This design comes from an exercise in tuning for small area, a short achievable clock period and few clock cycles on the open sky130 flow, not from production work.
RTL that was checked went through simulation tests only; none was proved equivalent to the original.
No activity file was given, so power comes from the tool's default toggle rates.

Design peak_finder_fp, start of the top module:
module peak_finder_fp (
    input clk,
    input rst_n,
    output reg [12:0] bram_addr,
    input wire [31:0] bram_data,
    output reg [0:0]  web,
    output wire [6:0] addrb,
    output wire [44:0] dinb,
    input wire [31:0] threshold,
    input wire        start,
    output reg        done
);
For scale: ~840 cells after synthesis, roughly 140 flip-flops, roughly 130 I/O pins, ~0.0080 mm² of cells after synthesis.
Settings: LEC_CHECK=0, CAP_MARGIN=20, CORE_MARGIN=2, CORE_UTILIZATION=40, SLEW_MARGIN=20; clock period 5.0 ns.
standard.sh (not shown) runs the stock make flow with config.mk's settings and CLKGATE_MAP_FILE= SYNTH_SCRIPT=/design/flow/synth_recipe.tcl, a recipe that flattens the netlist after the stock synthesis.
==> flow/flow/run.sh <==
#!/bin/bash
# The standard layout (the standard.sh, standard synthesis unchanged), with
# the port buffers that placement inserts made of sky130_fd_sc_hd__buf_1
# instead of the resizer's default pick. Every port still gets its buffer.
set -euo pipefail
bash standard.sh "BUFFER_PORTS_ARGS=-buffer_cell sky130_fd_sc_hd__buf_1" finish > standard.log 2>&1
Rerun with:
SETUP_SLACK_MARGIN = 3.0   (was not set)
Routed wire length grows by 11%. Global-route usage grows by 1.6 points. Count of clock-buffer cells in the layout went down by 4.
Rerun with:
SETUP_SLACK_MARGIN = 3.2   (was 3.0)
What happened: Non-clock buffer count climbs by 46. Clock skew barely changes. First-iteration DRC count shrinks by 1.7%. Final area rises by 12%. Worst setup slack is better by 0.038 ns. Power stays flat. Area after synthesis is unchanged. Via count rose by 3.9%. Critical path depth falls by 1. Global-route usage grows by 1.4 points.
Rerun with:
SETUP_SLACK_MARGIN = 2.8   (was 3.2)
After rerunning: Wire length came out lower by 16%; via count came out lower by 8.5%; synthesized area stays the same; critical path depth came out lower by 1; register-to-register slack is worse by 0.04 ns; hold slack barely changes; maximum frequency came out lower by 2.0%; core utilization came out lower by 11 points; combinational power came out lower by 37%.
No functional check of the RTL was part of any run of this note.

== job 2312 ==
Another version of the RTL of peak_finder_fp (not shown whole).
Size in the first run: roughly 770 cells after synthesis, ~140 flip-flops.
Settings: LEC_CHECK=0, CAP_MARGIN=0, CORE_MARGIN=2, CORE_UTILIZATION=40, CTS_BUF_LIST=sky130_fd_sc_hd__clkbuf_8, SETUP_SLACK_MARGIN=2.95, SLEW_MARGIN=0; clock period 5.0 ns.
Scripts as last shown in full above: flow/flow/run.sh
Job 2312 completed end to end with timing, DRC and antenna clean.
Testbench counts of job 2312, summed over its fixed seeds: cycles 20,406.
## Diff of input files: job 9620 against job 2312
- swapping 0 for 20 in CAP_MARGIN
- swapping 2.95 for 2.92 in SETUP_SLACK_MARGIN
- swapping 0 for 20 in SLEW_MARGIN
==> comparison <==
The register-to-register slack of job 2312 and that of job 9620 are within noise of each other.
Compare job 9620 and job 2312 | global-route met3 utilization higher: job 9620
From job 2312 to job 9620 the numbers moved as follows: met1 wire length flat; total number of tap cells flat; filler cell count in the final layout up 3.1%; fraction of area in registers up 0.75 points.
Number of signal-net buffers in the layout, job 9620 and job 2312: higher on job 2312
The following lists how job 9799 was set up differently from job 9620:
- SETUP_SLACK_MARGIN: 2.92 -> 2.95
- CAP_MARGIN: 20 -> 0
- SLEW_MARGIN: 20 -> 0
==> flow/flow/run.sh <==
#!/bin/bash
# The standard layout (the standard.sh, standard synthesis unchanged), with
# the port buffers that placement inserts made of sky130_fd_sc_hd__buf_2
# instead of the resizer's default pick. Every port still gets its buffer.
set -euo pipefail
bash standard.sh "BUFFER_PORTS_ARGS=-buffer_cell sky130_fd_sc_hd__buf_2" finish > standard.log 2>&1
Results
Against job 9620, wire length of the first global-routing pass in job 9799 rose by a few percent.
The final cell count of job 9799 and that of job 9620 are within noise of each other.
Job 9799 — aggregate global-route resource usage 0.32 points higher, job 9620 as reference
The switching power summed over all nets was comparable across job 9799 and job 9620.

== onyx ==
The RTL this note starts from:
==> flow/design.v <==
module mag_cmp2 (
    input  wire [30:0] a,
    input  wire [30:0] b,
    output wire [3:0]  p       
);
    assign p = {a[30:15] > b[30:15], a[30:15] < b[30:15],
                a[14:0]  > b[14:0],  a[14:0]  < b[14:0]};
endmodule
module fp_class (
    input  wire [31:0] x,
    output wire [2:0]  c
);
    assign c = {x[31], (x[30:23] == 8'hff) && (x[22:0] != 0), x[30:23] == 8'h00};
endmodule
module fp_gt_s2 (
    input  wire [3:0] p,
    input  wire [2:0] ca,
    input  wire [2:0] cb,
    output wire       a_gt_b,
    output wire       b_gt_a
);
    wire gh = p[3], lh = p[2], gl = p[1], ll = p[0];
    wire mg = gh || (!lh && gl);
    wire ml = lh || (!gh && ll);
    wire sa = ca[2], sb = cb[2];
    wire ok = !ca[1] && !cb[1] && !(ca[0] && cb[0]);
    assign a_gt_b = ok && ((!sa && sb) || (!sa && !sb && mg) || (sa && sb && ml));
    assign b_gt_a = ok && ((sa && !sb) || (!sa && !sb && ml) || (sa && sb && mg));
endmodule
module peak_finder_fp (
    input clk,
    input rst_n,
    output reg [12:0] bram_addr,
    input wire [31:0] bram_data,
    output reg [0:0]  web,
    output wire [6:0] addrb,
    output wire [44:0] dinb,
    input wire [31:0] threshold,
    input wire        start,
    output reg        done
);
    localparam T_NONE = 3'd0, T_BF = 3'd1, T_B1 = 3'd2, T_BM = 3'd3, T_BL = 3'd4,
               T_TS = 3'd5, T_TP = 3'd6, T_FIN = 3'd7;
    localparam S_IDLE = 3'd0, S_BASE = 3'd1, S_RR = 3'd2, S_RRT = 3'd3,
               S_REP = 3'd4, S_FINW = 3'd5;
    localparam D_NB = 2'd0, D_TS = 2'd1, D_LNB = 2'd2, D_BF = 2'd3;
    reg [2:0] st;
    reg [2:0] tA, tB, tC, tD;
    reg [2:0] cd;           
    reg [1:0] dt;           
    reg [6:0] off;          
    reg [12:0] E;           
    reg [31:0] r1;          
    reg [3:0]  pw, pt;      
    reg [2:0]  cw, cp, ct;  
    reg [12:0] widx;
    reg [5:0]  cnt;         
    reg        cand;
    reg        SF;          
    reg [4:0]  S;           
    reg        lastc;       
    reg        PF, PL;      
    reg [4:0]  PS;
    assign addrb = {1'b0, cnt};
    assign dinb  = {widx, r1};
    wire [3:0] pw_n, pt_n;
    mag_cmp2 m1w (.a(bram_data[30:0]), .b(r1[30:0]),        .p(pw_n));
    mag_cmp2 m1t (.a(bram_data[30:0]), .b(threshold[30:0]), .p(pt_n));
    wire [2:0] cw_n, ct_n;
    fp_class kw (.x(bram_data), .c(cw_n));
    fp_class kt (.x(threshold), .c(ct_n));
    wire f_wr, f_rw, f_wt, f_tw;
    fp_gt_s2 c2w (.p(pw), .ca(cw), .cb(cp), .a_gt_b(f_wr), .b_gt_a(f_rw));
    fp_gt_s2 c2t (.p(pt), .ca(cw), .cb(ct), .a_gt_b(f_wt), .b_gt_a(f_tw));
    wire confirm = (tC == T_TS) || ((tD == T_TP) && f_wr);
    wire term    = confirm && (cnt == 6'd34);
    reg  at_bl;             
    wire bl_issue = at_bl;
    wire op_ok    = (dt == D_TS) ? !cd[0] :
                    (dt == D_NB || dt == D_LNB) ? !cd[1] : 1'b1;
    wire rr_go    = (st == S_RR) && op_ok;
    wire xfer     = (tD == T_BF);
    wire pg0      = (E == 13'd957);
    wire pg0_n    = bl_issue ? (E == 13'd904) : pg0;
    wire phantom  = (E == 13'd26);
    wire [4:0] PS_clr = {1'b0, PS[3] & PS[4], PS[2] & (|PS[4:3]),
                         PS[1] & (|PS[4:2]), PS[0] & (|PS[4:1])};
    function [8:0] desc(input f, input [4:0] s, input l, input g0);
        casez ({f, s, l})
            7'b1??????: desc = {D_NB, g0 ? -7'sd59 : -7'sd58};
            7'b01?????: desc = {D_TS, -7'sd58};
            7'b001????: desc = {D_TS, -7'sd57};
            7'b0001???: desc = {D_TS, -7'sd56};
            7'b00001??: desc = {D_TS, -7'sd55};
            7'b000001?: desc = {D_TS, -7'sd54};
            7'b0000001: desc = {D_LNB, -7'sd52};
            default:    desc = {D_BF, 7'sd49};
        endcase
    endfunction
    reg        PF_n, PL_n;
    reg [4:0]  PS_n;
    reg [1:0]  dt_n;
    reg [6:0]  off_n;
    always @(*) begin
        PF_n = PF; PS_n = PS; PL_n = PL;
        dt_n = dt; off_n = off;
        if (xfer) begin
            PF_n = SF; PS_n = S; PL_n = lastc;
        end
        if (st == S_IDLE) begin
            off_n = 7'd49;
        end else if (st == S_BASE) begin
            if (bl_issue) {dt_n, off_n} = xfer ? desc(SF, S, lastc, pg0_n) : {D_BF, 7'sd49};
            else off_n = off + 7'd1;
        end else if (rr_go) begin
            case (dt)
                D_NB: begin
                    PF_n = 1'b0;
                    dt_n = desc(1'b0, PS, PL, 1'b0) >> 7;
                    off_n = pg0 ? -7'sd58 : -7'sd57;
                end
                D_TS: begin
                    PS_n = PS_clr;
                    {dt_n, off_n} = desc(1'b0, PS_clr, PL, 1'b0);
                end
                D_LNB: begin
                    PL_n = 1'b0;
                    dt_n = D_BF;
                    off_n = -7'sd53;
                end
                default: off_n = off + 7'd1;
            endcase
        end else if (st == S_REP) begin
            {dt_n, off_n} = desc(1'b0, PS, PL, 1'b0);
        end
    end
    wire [12:0] rel_addr = E + {{6{off[6]}}, off};
    always @(posedge clk) begin
        r1 <= bram_data;
        pw <= pw_n;
        pt <= pt_n;
        cw <= cw_n;
        ct <= ct_n;
        cp <= cw;
        PF <= PF_n;
        PS <= PS_n;
        PL <= PL_n;
        dt <= dt_n;
        off <= off_n;
        at_bl <= (st == S_BASE) && (off == 7'd52);
        cd <= {1'b0, cd[2:1]};
        if (tA == T_TS || tB == T_TP) widx <= bram_addr;
        if (web) cnt <= cnt + 6'd1;
        case (tD)
            T_BF: begin
                S <= 5'd0;
                cand <= f_wt;
            end
            T_B1: begin
                SF <= cand & f_rw;
                cand <= f_wt & f_wr;
            end
            T_BM: begin
                S <= {S[3:0], cand & f_rw};
                cand <= f_wt & f_wr;
            end
            T_BL: begin
                S <= {S[3:0], cand & f_rw};
                lastc <= f_wt & f_wr;
            end
            default: ;
        endcase
        bram_addr <= (st == S_IDLE) ? 13'd899 : rel_addr;
        case (st)
            S_IDLE: begin  
                E <= 13'd851;
                SF <= 1'b0; S <= 5'd0; lastc <= 1'b0;
                cnt <= 6'd0;
            end
            S_BASE: if (bl_issue) E <= rel_addr;
            S_RR: begin
                if (op_ok) begin
                    case (dt)
                        D_TS: cd <= 3'b011;
                    endcase
                end
            end
            S_RRT: cd <= 3'b111;
            default: ;
        endcase
        if (!rst_n) begin
            st <= S_IDLE;
            tA <= T_NONE; tB <= T_NONE; tC <= T_NONE; tD <= T_NONE;
            web <= 1'b0;
            done <= 1'b0;
        end else begin
            if (st == S_IDLE) begin
                tB <= T_NONE;
                tC <= T_NONE;
                tD <= T_NONE;
            end else begin
                tB <= tA;
                tC <= tB;
                tD <= tC;
            end
            web <= confirm && (cnt != 6'd34);
            done <= ((st == S_FINW) && (tD == T_FIN)) || term;
            tA <= T_NONE;
            case (st)
                S_IDLE: begin
                    if (start) begin
                        tA <= T_BF;
                        st <= S_BASE;
                    end
                end
                S_BASE: begin
                    tA <= bl_issue ? T_BL : (tA == T_BF) ? T_B1 : T_BM;
                    if (bl_issue) st <= S_RR;
                end
                S_RR: begin
                    if (op_ok) begin
                        case (dt)
                            D_NB:  st <= S_RRT;
                            D_TS: tA <= T_TS;
                            D_LNB: st <= S_RRT;
                            default: begin
                                if (phantom) begin
                                    tA <= T_FIN;
                                    st <= S_FINW;
                                end else begin
                                    tA <= T_BF;
                                    st <= S_BASE;
                                end
                            end
                        endcase
                    end
                end
                S_RRT: begin
                    tA <= T_TP;
                    st <= S_REP;
                end
                S_REP: st <= S_RR;
                S_FINW: begin
                    if (tD == T_FIN) st <= S_IDLE;
                end
                default: st <= S_IDLE;
            endcase
            if (term) begin
                st <= S_IDLE;
                tA <= T_NONE;
            end
        end
    end
endmodule
Settings: LEC_CHECK=0, CAP_MARGIN=20, CORE_MARGIN=2, CORE_UTILIZATION=40, CTS_BUF_LIST=sky130_fd_sc_hd__clkbuf_8, SETUP_SLACK_MARGIN=2.9, SLEW_MARGIN=20; clock period 5.0 ns.
==> flow/flow/run.sh <==
#!/bin/bash
# The standard layout (the standard.sh, standard synthesis unchanged), with
# the port buffers that placement inserts made of sky130_fd_sc_hd__buf_1
# instead of the resizer's default pick. Every port still gets its buffer.
set -euo pipefail
bash standard.sh "BUFFER_PORTS_ARGS=-buffer_cell sky130_fd_sc_hd__buf_1" finish > standard.log 2>&1
[inputs] ember vs onyx
# onyx
export LEC_CHECK = 0
export CAP_MARGIN = 20
export CORE_MARGIN = 2
export CORE_UTILIZATION = 40
export CTS_BUF_LIST = sky130_fd_sc_hd__clkbuf_8
export SETUP_SLACK_MARGIN = 2.9
export SLEW_MARGIN = 20
create_clock -name core_clock -period 5.0 [get_ports {clk}]
# ember
export LEC_CHECK = 0
export CAP_MARGIN = 20
export CORE_MARGIN = 2
export CORE_UTILIZATION = 40
export CTS_BUF_LIST = sky130_fd_sc_hd__clkbuf_8
export SETUP_SLACK_MARGIN = 2.8
export SLEW_MARGIN = 20
create_clock -name core_clock -period 5.0 [get_ports {clk}]
==> comparison <==
Delta (ember minus onyx): final critical-path setup slack decreased 34 ps; sequential power roughly the same; total detailed-routing wirelength has decreased; setup slack of the most critical reg-to-reg path went down by 30 ps.
onyx → ember: final worst-path cycle share has increased; final standard cell utilization of the core has decreased.
Function was not checked in any run of this note: the RTL went through the layout flow alone.

## 12-11
peak_finder_fp, a different RTL version from the one above (not shown whole).
For scale: ~130 flip-flops, about 7500 µm² of cells after synthesis.
==> flow/config.mk <==
export PLATFORM = sky130hd
export DESIGN_NAME = peak_finder_fp
export DESIGN_NICKNAME = peak_finder_fp
export VERILOG_FILES = /design/flow/design.v
export SDC_FILE = /design/flow/constraint.sdc
export NUM_CORES = 4
export LEC_CHECK = 0
export CAP_MARGIN = 20
export CORE_MARGIN = 2
export CORE_UTILIZATION = 40
export CTS_BUF_LIST = sky130_fd_sc_hd__clkbuf_8
export SETUP_SLACK_MARGIN = 2.8
export SLEW_MARGIN = 20
==> flow/constraint.sdc <==
create_clock -name core_clock -period 5.0 [get_ports {clk}]
set_input_delay 1.0000 -clock core_clock [delete_from_list [all_inputs] [get_ports {clk}]]
set_output_delay 1.0000 -clock core_clock [all_outputs]
set_load 0.01 [all_outputs]
Scripts as last shown in full above: flow/flow/run.sh
Testbench counts of 12-11, summed over its fixed seeds: cycles 20,406.
## Diff of input files: 07-28 against 12-11
diff --git a/flow/config.mk b/flow/config.mk
--- a/flow/config.mk
+++ b/flow/config.mk
@@ -10,3 +10,2 @@
 export CORE_UTILIZATION = 40
-export CTS_BUF_LIST = sky130_fd_sc_hd__clkbuf_8
 export SETUP_SLACK_MARGIN = 2.8
==> run notes <==
- When 07-28 is measured against 12-11, its wire length of the first global-routing pass turns out 1.1% higher.
- Of the two values seen for launching element of the worst setup path, E[12] was produced by 07-28 and threshold[6] by 12-11.
- Power share of the sequential group, 12-11 and 07-28, higher one = 12-11.
- Non-clock buffer area fraction after layout delta for 07-28 relative to 12-11: 0.21 points higher

Another version of the RTL of peak_finder_fp (not shown whole).
Size: ~130 I/O pins, roughly 7300 µm² of cells after synthesis.
==> flow/config.mk <==
export PLATFORM = sky130hd
export DESIGN_NAME = peak_finder_fp
export DESIGN_NICKNAME = peak_finder_fp
export VERILOG_FILES = /design/flow/design.v
export SDC_FILE = /design/flow/constraint.sdc
export NUM_CORES = 4
export LEC_CHECK = 0
export CAP_MARGIN = 0
export CORE_MARGIN = 2
export CORE_UTILIZATION = 40
export CTS_BUF_LIST = sky130_fd_sc_hd__clkbuf_8
export SETUP_SLACK_MARGIN = 2.93
export SLEW_MARGIN = 0
==> flow/constraint.sdc <==
create_clock -name core_clock -period 5.0 [get_ports {clk}]
set_input_delay 1.0000 -clock core_clock [delete_from_list [all_inputs] [get_ports {clk}]]
set_output_delay 1.0000 -clock core_clock [all_outputs]
set_load 0.01 [all_outputs]
Scripts as last shown in full above: flow/flow/run.sh
Then changed:
SETUP_SLACK_MARGIN = 2.9   (was 2.93)
What happened: Die area is unchanged. Critical path depth rises by 1. Wire length goes up by 3.0%. Cell count decreases by 0.69%.
No run of this note included a check of the RTL's function; only the layout flow was run.

-- what the ideal ports hide --
The flow's constraints put no driver on any port. The routed layouts listed below were extracted and timed again, unchanged, in two steps. Step 1, drivers: a clkbuf_16 drives clk and a buf_2 each remaining input, both assumed. Step 2, shift: input delay + t, output delay - t, t = (earliest + latest rising clock arrival at the registers) / 2. This alone moves slack from input paths to output paths. a / b / c = ideal / step 1 / step 2; a / b = the first two.
| run | t (ns) | setup WS [ns] | worst setup path at the end | latest minus earliest clock arrival (ns) |
|---|---|---|---|---|
| the first run of note 1 | 0.463 | 2.333 / 2.333 / 2.333 | register to register | 0.010 / 0.010 |
| the second run of note 1 | 0.465 | 2.841 / 2.841 / 2.530 | input to register | 0.011 / 0.011 |
| the third run of note 1 | 0.472 | 2.879 / 2.879 / 2.570 | input to register | 0.010 / 0.010 |
| the fourth run of note 1 | 0.460 | 2.836 / 2.836 / 2.450 | input to register | 0.008 / 0.009 |
| job 2312 | 0.486 | 2.995 / 2.955 / 2.538 | input to register | 0.018 / 0.018 |
| job 9620 | 0.497 | 2.961 / 2.921 / 2.522 | input to register | 0.023 / 0.022 |
| job 9799 | 0.492 | 2.972 / 2.932 / 2.569 | input to register | 0.015 / 0.014 |
| onyx | 0.489 | 2.614 / 2.614 / 2.473 | input to register | 0.016 / 0.016 |
| ember | 0.487 | 2.580 / 2.580 / 2.414 | input to register | 0.014 / 0.013 |
| 12-11 | 0.484 | 2.856 / 2.832 / 2.393 | input to register | 0.015 / 0.015 |
| 07-28 | 0.465 | 2.815 / 2.815 / 2.376 | input to register | 0.009 / 0.009 |
| the first run of note 5 | 0.495 | 2.878 / 2.878 / 2.443 | input to register | 0.013 / 0.013 |
| the second run of note 5 | 0.489 | 2.792 / 2.792 / 2.459 | input to register | 0.013 / 0.012 |
After both steps every run listed still meets setup and hold. For 12-11, which loses most, drivers alone change the setup slack by -0.024 ns; drivers and shift together by -0.463 ns.
